Context: an optimization exercise on an open-source flow, tuned for small area. The choices shown serve that exercise and are no tape-out recipe.
In this exercise RTL edits were held to simulation tests only and were not proved equivalent to the original.
No activity file was given, so power comes from the tool's default toggle rates. The clock port is modelled as an ideal driver; clocking choices that lean on that would not hold on a real chip.

==> design.v <==
module mem_access_top(
    input wire clk,
    input wire rst,
    input wire uart_rx,
    output wire uart_tx,
    output reg  led_captured,
    output reg  led_reset,
    output reg uart_idle,
    output reg uart_start,
    output reg uart_data
);
    localparam int L = 265;
    logic [9:0] cnt;
    wire tick = cnt[0] & cnt[1] & ~cnt[2] & cnt[3] & ~cnt[4] & ~cnt[5] & ~cnt[6]
              & cnt[7] & cnt[8];
    wire half = cnt[0] & cnt[1] & cnt[2] & ~cnt[3] & cnt[4] & ~cnt[6] & cnt[7]
              & ~cnt[8] & ~cnt[9];
    always_ff @(posedge clk or posedge rst)
        if (rst) cnt <= 10'b1100010111;
        else     cnt <= {cnt[8:0], ~(cnt[2] ^ cnt[9]) ^ tick};
    logic [8:0] p;
    logic [8*L-1:0] ring;
    wire  [7:0] tap = ring[8*L-1 -: 8];
    logic [7:0] we, wd;
    wire  [7:0] rin = (we & wd) | (~we & tap);
    always_ff @(posedge clk) begin
        ring <= {ring[8*L-9:0], rin};
        p    <= (p[8] & p[3]) ? 9'd0 : p + 9'd1;    
    end
    localparam logic [3:0] S_IDLE = 4'd0, S_START = 4'd1, S_STOP = 4'd2,
                           S_DONE = 4'd3, S_RDY = 4'd4, S_D8 = 4'd5;
    logic [3:0] st;
    logic [7:0] sample;
    logic ri;
    always_ff @(posedge clk or posedge rst)
        if (rst) st <= S_IDLE;
        else if (tick) begin
            if (st[3])             st <= (st == 4'd15) ? S_D8 : st + 4'd1;
            else if (st == S_D8)   st <= S_STOP;
            else if (st == S_IDLE) st <= uart_rx ? S_IDLE : S_START;
            else                   st <= S_IDLE;
        end else if (half) begin
            if (st == S_START) st <= 4'd8;
        end else if (st == S_STOP) st <= uart_rx ? S_DONE : S_IDLE;
        else if (st == S_DONE) st <= S_RDY;
        else if (st == S_RDY)  st <= S_IDLE;
    always_ff @(posedge clk or posedge rst)
        if (rst) begin
            ri <= 1'b0;
            uart_idle <= 1'b0; uart_start <= 1'b0; uart_data <= 1'b0;
            led_captured <= 1'b0; led_reset <= 1'b1;
        end else begin
            if (tick && st == S_IDLE) ri <= 1'b1;
            uart_idle <= ri;
            if (st == 4'd8) uart_start <= 1'b1;
            if (st == 4'd9) uart_data <= 1'b1;
            if (st == S_RDY) led_captured <= 1'b1;
            led_reset <= 1'b0;
        end
    logic [1:0] bc;           
    logic [1:0] typ;
    logic [7:0] addr;
    logic pend, mpend;        
    logic [1:0] head, tail;   
    wire hit_w   = p[8] & ((bc == 2'd0) ? p[3] : (~p[3] & (p[2] == bc[1]) & (p[1:0] == tail)));
    wire do_mem  = mpend & (p == {1'b0, addr});
    wire do_slot = pend & ~mpend & hit_w;
    wire mem_wr  = do_mem & (typ == 2'd1);
    wire mem_rd  = do_mem & (typ != 2'd1);
    wire commit  = (bc == 2'd2) & (typ != 2'd3);
    always_comb
        for (int i = 0; i < 8; i++) begin
            we[i] = mem_wr | (do_slot & ((bc != 2'd0) | (tail == i / 2)));
            wd[i] = (bc == 2'd0) ? sample[i % 2] : sample[i];
        end
    always_ff @(posedge clk)
        if (mem_rd) sample <= tap;
        else if (tick && st[3]) sample <= {uart_rx, sample[7:1]};
    always_ff @(posedge clk) begin
        if (do_slot && bc == 2'd0) typ <= sample[1:0];
        if (do_slot && bc == 2'd1) addr <= sample;
    end
    always_ff @(posedge clk or posedge rst)
        if (rst) begin
            bc <= 2'd0; pend <= 1'b0; mpend <= 1'b0; tail <= 2'd0;
        end else begin
            if (st == S_RDY) begin
                pend <= 1'b1;
                if (commit) mpend <= 1'b1;
            end
            if (do_mem) mpend <= 1'b0;
            if (do_slot) begin
                pend <= 1'b0;
                bc <= (bc == 2'd2) ? 2'd0 : bc + 2'd1;
                if (commit) tail <= tail + 2'd1;
            end
        end
    logic active;
    logic [1:0] y;            
    logic [3:0] k;            
    logic fb;                 
    logic txo;
    assign uart_tx = txo;
    wire hit_r = p[8] & ((y == 2'd0) ? p[3] : (~p[3] & (p[2] == y[1]) & (p[1:0] == head)));
    wire [2:0] bi = k[2:0] - 3'd1;
    wire [2:0] sel = (y == 2'd0) ? {head, bi[0]} : bi;
    always_ff @(posedge clk)
        if (hit_r) fb <= (y == 2'd0 && bi[2:1] != 2'd0) ? 1'b0 : tap[sel];
    always_ff @(posedge clk or posedge rst)
        if (rst) begin
            active <= 1'b0; y <= 2'd0; k <= 4'd0; txo <= 1'b1; head <= 2'd0;
        end else if (tick) begin
            if (active) begin
                if (y == 2'd3) begin
                    txo <= 1'b1;
                    active <= 1'b0;
                    head <= head + 2'd1;
                end else begin
                    txo <= (k == 4'd0) ? 1'b0 : (k == 4'd9) ? 1'b1 : fb;
                    if (k == 4'd9) begin
                        k <= 4'd0;
                        y <= y + 2'd1;
                    end else k <= k + 4'd1;
                end
            end else if (head != tail) begin
                txo <= 1'b0;
                active <= 1'b1;
                y <= 2'd0;
                k <= 4'd1;
            end
        end
endmodule
==> run.sh <==
#!/bin/bash
# synth_recipe.tcl (not shown) runs the flow's synth.tcl, then flattens the netlist and writes it again
# the make line also repeats each setting of config.mk as NAME=value (left out here)
make -C /OpenROAD-flow-scripts/flow DESIGN_CONFIG=/design/flow/config.mk WORK_HOME=/design/flow/orfs CLKGATE_MAP_FILE= SYNTH_SCRIPT=/design/flow/synth_recipe.tcl finish
==> config.mk <==
export PLATFORM = sky130hd
export DESIGN_NAME = mem_access_top
export DESIGN_NICKNAME = mem_access_top
export VERILOG_FILES = /design/flow/design.v
export SDC_FILE = /design/flow/constraint.sdc
export NUM_CORES = 4
export LEC_CHECK = 0
export CAP_MARGIN = 20
export CORE_MARGIN = 2
export CORE_UTILIZATION = 40
export CTS_CLUSTER_DIAMETER = 100
export CTS_CLUSTER_SIZE = 35
export SLEW_MARGIN = 20
==> constraint.sdc <==
create_clock -name core_clock -period 10.0 [get_ports {clk}]
set_input_delay 2.0000 -clock core_clock [delete_from_list [all_inputs] [get_ports {clk}]]
set_output_delay 2.0000 -clock core_clock [all_outputs]
set_load 0.01 [all_outputs]
==> results.toml, run 1 <==
[status]
status = "timing/DRC/antenna clean"

[detailed_routing]
first_pass_iters = 5
drt_iter0_markers = 815
drt-total-wl_um = 45900
ant_nets = 0
via_per_inst = 3.76
drc = 0
detail_route.wl_per_cell_um = 11.4
vias = 15200

[worst_setup_path]
path_buf_inv = 1
critPathCaptureType = "output port"
ff2ff_setup_slack_ps = 7380
critPathKind = "register to output port"
slowest_stage = "dfstp_2"
crit_end = "uart_tx"
startpoint_type = "register"
r2r-start = "bc[1]$_DFFE_PP0P_"
path_depth = 1
crit_path_max_fanout = 2
r2r_end = "addr[4]$_DFFE_PP_"
crit_start = "txo$_DFFE_PP1P_"
path_cells = "clkdlybuf4s50_1"
worstPathRequired_ps = 8000
worstPathArrival_ps = 1740
ff2ff_path_depth = 4
slowest_delay_ps = 560
path_delay_family = "flip-flops"

[floorplanning]
io_pins = 9
initial_core_util_pct = 40.2
fp.dieW_um = 343
row_count = 124
die_area_mm2 = 0.117
fp.dieH_um = 343
core_mm2 = 0.114

[pwr]
p_clk_share_pct = 29.6
p_int_mw = 10.1
p_leak_nw = 19.4
p_comb_share_pct = 0
ir_worst_vdd_mv = 0.118
p_sw_share_pct = 18.6
p_seq_share_pct = 70.3
p_switching_mw = 2.31
powerDensity_mw_per_mm2 = 249

[job]
maxCapViolCount = 0

[layout]
diodes = 0
nFillCells = 9708
final_core_util_pct = 43.6
area_growth_pct = 8.41
nNetsFinal = 2522
regArea_mm2 = 0.0441
drive_gt1_share_pct = 4.29
multi_input_area_mm2 = 0.00156

[synth]
syn_area_mm2 = 0.0458
synth_seq_cells = 2184
synthesis.nets = 2455
synth.avg_cell_area_um2 = 18.8
ys_types = 62
yosysWarnings = 1
netlist_instances = 2438
synth_edf_count = 19
ys_seq_area_share_pct = 96.2
async_reset_ff_share_pct = 1.65
yosys_most_used_dff = "dfxtp_1"

[cts]
clock_latency_ps = 660
cts_setup_buffers = 0
cts-htree-levels = 3
clk_path_buf_depth = 3
cts-buffers-inserted = 72
ctsResizeCount = 0
cts_root_buffer = "clkbuf_16"
cts_num_sinks = 2184
tritoncts = "yes"
postCtsHoldBufs = 0
clk_pin_slew_ps = 120

[sta]
fin_worst_skew_ps = 23.4
worst_hold_slack_ps = 322
worstMarginPinSlew_ps = 1080
relSlewSlack_pct = 27.7
fmax_mhz = 268
finalHoldViolCount = 0
setup_viol_count_final = 0
rsz0062_at_grt = "false"
post-route-period-util_pct = 37.4
drv_slew = 0
post-route-min-period_ps = 3740
fin_tns_setup_ps = 0

[placed_design]
portBuffers = 8
dp_hpwl_um = 22700
place_congestion = 0.722

[global_route]
met2_usage_pct = 11.2
grt_pass1_vias = 15800
gr-usage-met1_pct = 12.1
antenna_found_initial = 0
gr-max-usage-layer = "met1"
grt-ovfl-total = 0
grt_use_met3_pct = 1.80
grt_pass1_wl_um = 79900
grt_start_max_net_pins = 37
track_usage_pct = 8.09

[hold_path]
hold_class = "register to register"
==> layout make-up <==
class / count / area share [%]
flip-flops and latches: 2184 / 88.8
repair buffers: 8 / 0.161
clock inverters: 8 / 0.204
inverters: 27 / 0.204
clock buffers: 79 / 3.72
multi-input cells: 212 / 3.14
well taps: 1512 / 3.81
==> metal layers <==
metal / wire [um] / vias to the layer above
li1: - / 7668
met1: 24900 / 7183
met2: 17900 / 229
met3: 1980 / 91
met4: 1190 / 0
met5: 0 / -
==> cell usage in the layout (no fill, tap or decap), types with 3 or more instances in the layout <==
cell type / count
dfrtp_1: 28
clkdlybuf4s50_1: 8
a21oi_1: 20
o21ai_0: 20
edfxtp_1: 19
and3_1: 3
dfstp_2: 8
mux2i_1: 7
clkbuf_16: 73
nand2b_1: 6
dfxtp_1: 2129
clkbuf_1: 6
inv_1: 26
nor2_1: 17
nor3_1: 6
nand4b_1: 3
inv_6: 3
nand3_1: 6
nand4_1: 8
nand2_1: 15
a21o_1: 8
o22ai_1: 5
mux2_2: 6
xnor2_1: 13
ha_1: 14
xor2_1: 11
==> power groups by stage <==
stage | logic [mW] | registers, mW | clock network (mW)
3_3_place_gp | 0.00474 | 8.91 | 0
6_report | 0.00489 | 8.71 | 3.67
4_1_cts | 0.00511 | 8.71 | 3.84
2_1_floorplan | 0.00254 | 8.91 | 0
3_5_place_dp | 0.00507 | 8.91 | 0
5_1_grt | 0.00570 | 8.71 | 4.13
==> per-stage QoR <==
stage	instance area (um2)	cells	setup slack, ps	power (mW)
detailed placement	47700	3943	6800	8.91
floorplan	45800	2438	7210	8.91
CTS	49700	4030	6200	12.6
finish	49700	4030	6260	12.4
global placement	47700	3943	6530	8.91
global route	49700	4030	6190	12.8
==> worst reg2reg max path, stage by stage (launching register included) <==
cell and delay (ps):
dfrtp_1 450, or2_1 490, o2111ai_4 180, a21o_4 250, nor3b_1 870
==> synth_stat cells (all sizes together) (2+ instances only) <==
cell    instances  area [um2]
xor2           11        96.3
nor2           17        63.8
o22ai           5        31.3
nor3            6        30.0
a21o            9        75.1
ha             14         175
a31oi           2        12.5
and3            3        18.8
nand2b          6        37.5
mux2i           7        70.1
xnor2          13         114
a21oi          20         100
nand4           8        50.1
nand3b          2        15.0
dfstp           8         210
nor4b           2        23.8
inv            27         101
o221ai          2        17.5
nand2          15        56.3
nand4b          3        26.3
edfxtp         19         571
dfxtp        2129       42600
dfrtp          28         701
a22o            2        17.5
o21ai          20         100
a21boi          2        15.0
nor3b           2        15.0
or2             2        12.5
o31ai           2        20.0
mux2            7        82.6
mux4            2        45.0
a211oi          2        20.0
clkbuf          8        30.0
nand3           6        30.0
nor2b           2        12.5
buf             7        40.0
==> flip-flops by register name (all words and copies together), names as in the netlist, 2 cells and up <==
signal / cells
addr: 8
bc: 2
cnt: 10
head: 2
k: 4
p: 9
ring: 2120
sample: 8
st: 4
tail: 2
typ: 2
y: 2
==> kinds of logic (layout without fill, tap and decap cells) <==
logic type | Yosys count | after routing | synth area share, %
flops | 2184 | 2184 | 96.2
simple gates | 80 | 80 | 0.977
compound gates | 77 | 77 | 1.15
buf+inv | 42 | 122 | 0.374
xor+xnor | 24 | 24 | 0.459
mux | 16 | 16 | 0.431
fa+ha+maj | 14 | 14 | 0.382
other cells | 1 | 1 | 0.00818
==> worst min-delay path by stage <==
stage	from	end	slack [ps]	depth (start not counted)
2_1_floorplan	ring[992]$_DFF_P_	ring[1000]$_DFF_P_	310	0
3_3_place_gp	ring[1652]$_DFF_P_	ring[1660]$_DFF_P_	310	0
3_5_place_dp	ring[1045]$_DFF_P_	ring[1053]$_DFF_P_	310	0
4_1_cts	ring[74]$_DFF_P_	ring[82]$_DFF_P_	320	0
5_1_grt	ring[257]$_DFF_P_	ring[265]$_DFF_P_	320	0
6_report	ring[1884]$_DFF_P_	ring[1892]$_DFF_P_	320	0
==> run 2: changes to the inputs <==
--- a/config.mk
+++ b/config.mk
@@ -9,5 +9,5 @@
 export CORE_MARGIN = 2
 export CORE_UTILIZATION = 40
 export CTS_CLUSTER_DIAMETER = 100
-export CTS_CLUSTER_SIZE = 35
+export CTS_CLUSTER_SIZE = 30
 export SLEW_MARGIN = 20
==> results.toml, run 2 <==
[sta]
finalHoldViolCount = 0
post-route-min-period_ps = 3720
fin_worst_skew_ps = 21.5
setup_viol_count_final = 0
post-route-period-util_pct = 37.2
drv_slew = 0
setup_ws_ps = 6280
relSlewSlack_pct = 48.8
worstMarginPinSlew_ps = 748
rsz0062_at_grt = "false"
fmax_mhz = 269
fin_tns_setup_ps = 0

[global_route]
grt-ovfl-total = 0
grt_pass1_wl_um = 80500
met2_usage_pct = 11.3
grt_start_max_net_pins = 37
track_usage_pct = 8.15
antenna_found_initial = 0
grt_use_met3_pct = 1.82
gr-max-usage-layer = "met1"
gr-usage-met1_pct = 12.1
grt_pass1_vias = 16000

[synth]
yosys_most_used_dff = "dfxtp_1"
synth_seq_cells = 2184
synth.avg_cell_area_um2 = 18.8
syn_area_mm2 = 0.0458
synth_edf_count = 19
post-synth-top-area-cell = "dfxtp_1"
ys_types = 62
ys_seq_area_share_pct = 96.2
synth_common_cells = "2129 x dfxtp_1, 28 x dfrtp_1, 27 x inv_1"
ys_top_cells_by_area = "dfxtp_1 93%, dfrtp_1 1.5%, edfxtp_1 1.2%"
synthesis.nets = 2455
yosysWarnings = 1
netlist_instances = 2438
synth_most_common_cell = "dfxtp_1"
synth_top_area_share_pct = 93.0
async_reset_ff_share_pct = 1.65

[placed_design]
numPlacedInstances = 3943
dp_hpwl_um = 22700
placed_cell_area_mm2 = 0.0477
post-place-ws_ps = 6800
place_congestion = 0.722
portBuffers = 8

[layout]
top_register = "ring"
diodes = 0
final_common_cell = "dfxtp_1"
nFillCells = 9674
area_growth_pct = 9.07
finalNonFillerCells = 4040
largest_reg_flops = 2120
drive_gt1_share_pct = 4.71
fin_area_mm2 = 0.0500
final_cell_mix = "2129 x dfxtp_1, 85 x clkbuf_16, 28 x dfrtp_1, 26 x inv_1"
reg.largest.list = "ring: 2120 flops, cnt: 10 flops, p: 9 flops"
nNetsFinal = 2532

[pwr]
ir_worst_vdd_mv = 0.157
p_clk_share_pct = 31.0
p_sw_share_pct = 18.4
p_leak_nw = 19.6
p_comb_share_pct = 0
p_int_mw = 10.3
powerDensity_mw_per_mm2 = 253
p_switching_mw = 2.33
p_seq_share_pct = 69.0

[cts]
cts_num_sinks = 2184
clk_path_buf_depth = 3
cts_root_buffer = "clkbuf_16"
postCtsHoldBufs = 0
cts-htree-levels = 3
cts-buffers-inserted = 82
ctsResizeCount = 0
clk_pin_slew_ps = 110
cts_setup_buffers = 0
clock_latency_ps = 660
tritoncts = "yes"

[detailed_routing]
detail_route.wl_per_cell_um = 11.4
drc = 0
ant_nets = 0
drt_iter0_markers = 884
drt-total-wl_um = 46100
via_per_inst = 3.77
first_pass_iters = 5
vias = 15200

[worst_setup_path]
slowest_delay_ps = 550
path_cells = "clkdlybuf4s50_1"
worstPathArrival_ps = 1720
worstPathRequired_ps = 8000
path_depth = 1
ff2ff_path_depth = 4
path_buf_inv = 1
startpoint_type = "register"
crit_path_max_fanout = 2
critPathCaptureType = "output port"
slowest_stage = "dfstp_2"
critPathKind = "register to output port"
path_delay_family = "flip-flops"

[floorplanning]
row_count = 124
core_mm2 = 0.114
fp.dieH_um = 343
die_area_mm2 = 0.117
io_pins = 9
initial_core_util_pct = 40.2
fp.dieW_um = 343

[hold_path]
min_delay_path_depth = 0
hold_class = "register to register"

[status]
status = "timing/DRC/antenna clean"

[job]
maxCapViolCount = 0
-- run 2: cell counts after synthesis --
Identical to the previous run, type by type.
-- run 2: per-stage QoR --
step | util [%] | hold slack, ps | power, mW
2_1_floorplan | - | 310 | 8.91
3_3_place_gp | 41.9 | 313 | 8.91
3_5_place_dp | 41.9 | 312 | 8.91
4_1_cts | 43.8 | 321 | 12.8
5_1_grt | 43.8 | 321 | 13.1
6_report | 43.8 | 318 | 12.6
-- run 2: final timing paths --
kind,start,endpoint,slack [ps]
worst max-delay path,txo$_DFFE_PP1P_,uart_tx,6280
worst min-delay path,ring[716]$_DFF_P_,ring[724]$_DFF_P_,320
worst min register to register,ring[716]$_DFF_P_,ring[724]$_DFF_P_,320
min in group asynchronous,rst,cnt[6]$_DFF_PP0_,1800
worst max register to register,p[3]$_SDFF_PP0_,sample[7]$_DFFE_PP_,7370
max in group asynchronous,rst,k[0]$_DFFE_PP0P_,7730
-- run 2: power groups by stage --
stage / combinational, mW / sequential (mW) / clock, mW
floorplan: 0.00254 / 8.91 / 0
global placement: 0.00474 / 8.91 / 0
detailed placement: 0.00507 / 8.91 / 0
CTS: 0.00512 / 8.71 / 4.09
global route: 0.00571 / 8.71 / 4.39
finish: 0.00490 / 8.70 / 3.91
-- run 2: per-layer routing --
layer | share of wire (%) | routed length (um)
met2 | 39 | 17900
met3 | 4.3 | 2000
met1 | 54 | 25000
met4 | 2.8 | 1270
met5 | 0 | 0
-- run 2: logic make-up after synthesis --
kind of cell	synth area share [%]
other	0.00818
adder cells (fa/ha/maj)	0.382
XOR/XNOR	0.459
AND/OR/NAND/NOR	0.977
flip-flops	96.2
multiplexers	0.431
AO/OA/AOI/OAI	1.15
buffers and inverters	0.374
-- run 2: area by class of cell --
class | instances | area (um2) | area share [%]
Sequential cell | 2184 | 44100 | 88.2
Clock buffer | 92 | 2160 | 4.33
Tap cell | 1512 | 1890 | 3.78
Multi-Input combinational cell | 212 | 1570 | 3.13
Inverter | 27 | 101 | 0.203
Clock inverter | 5 | 87.6 | 0.175
Timing Repair Buffer | 8 | 80.1 | 0.160

==> static timing again, ports no longer ideal <==
The results above use ideal ports. As a check the final layouts listed here were re-extracted and re-timed, cells and wires unchanged.
Step 1: set_driving_cell puts a clkbuf_16 on clk and a buf_2 on each other input, an assumption about the parent block.
Step 2, shift: input delay + t, output delay - t, t = (earliest + latest rising clock arrival at the registers) / 2. This alone moves slack from input paths to output paths.
Three values: no drivers, after step 1, after step 2; two values: the first two.
| run | t (ns) | slack for setup (ns) | hold WS [ns] | worst register clock-pin slew, ns | worst slew at a driven data input, ns |
|---|---|---|---|---|---|
| run 1 | 0.706 | 6.264 / 6.201 / 6.763 | 0.322 / 0.322 / 0.322 | 0.12 / 0.12 | 0.03 |
| run 2 | 0.708 | 6.276 / 6.216 / 6.806 | 0.318 / 0.318 / 0.318 | 0.11 / 0.11 | 0.03 |
After both steps setup and hold are still met in every run listed.
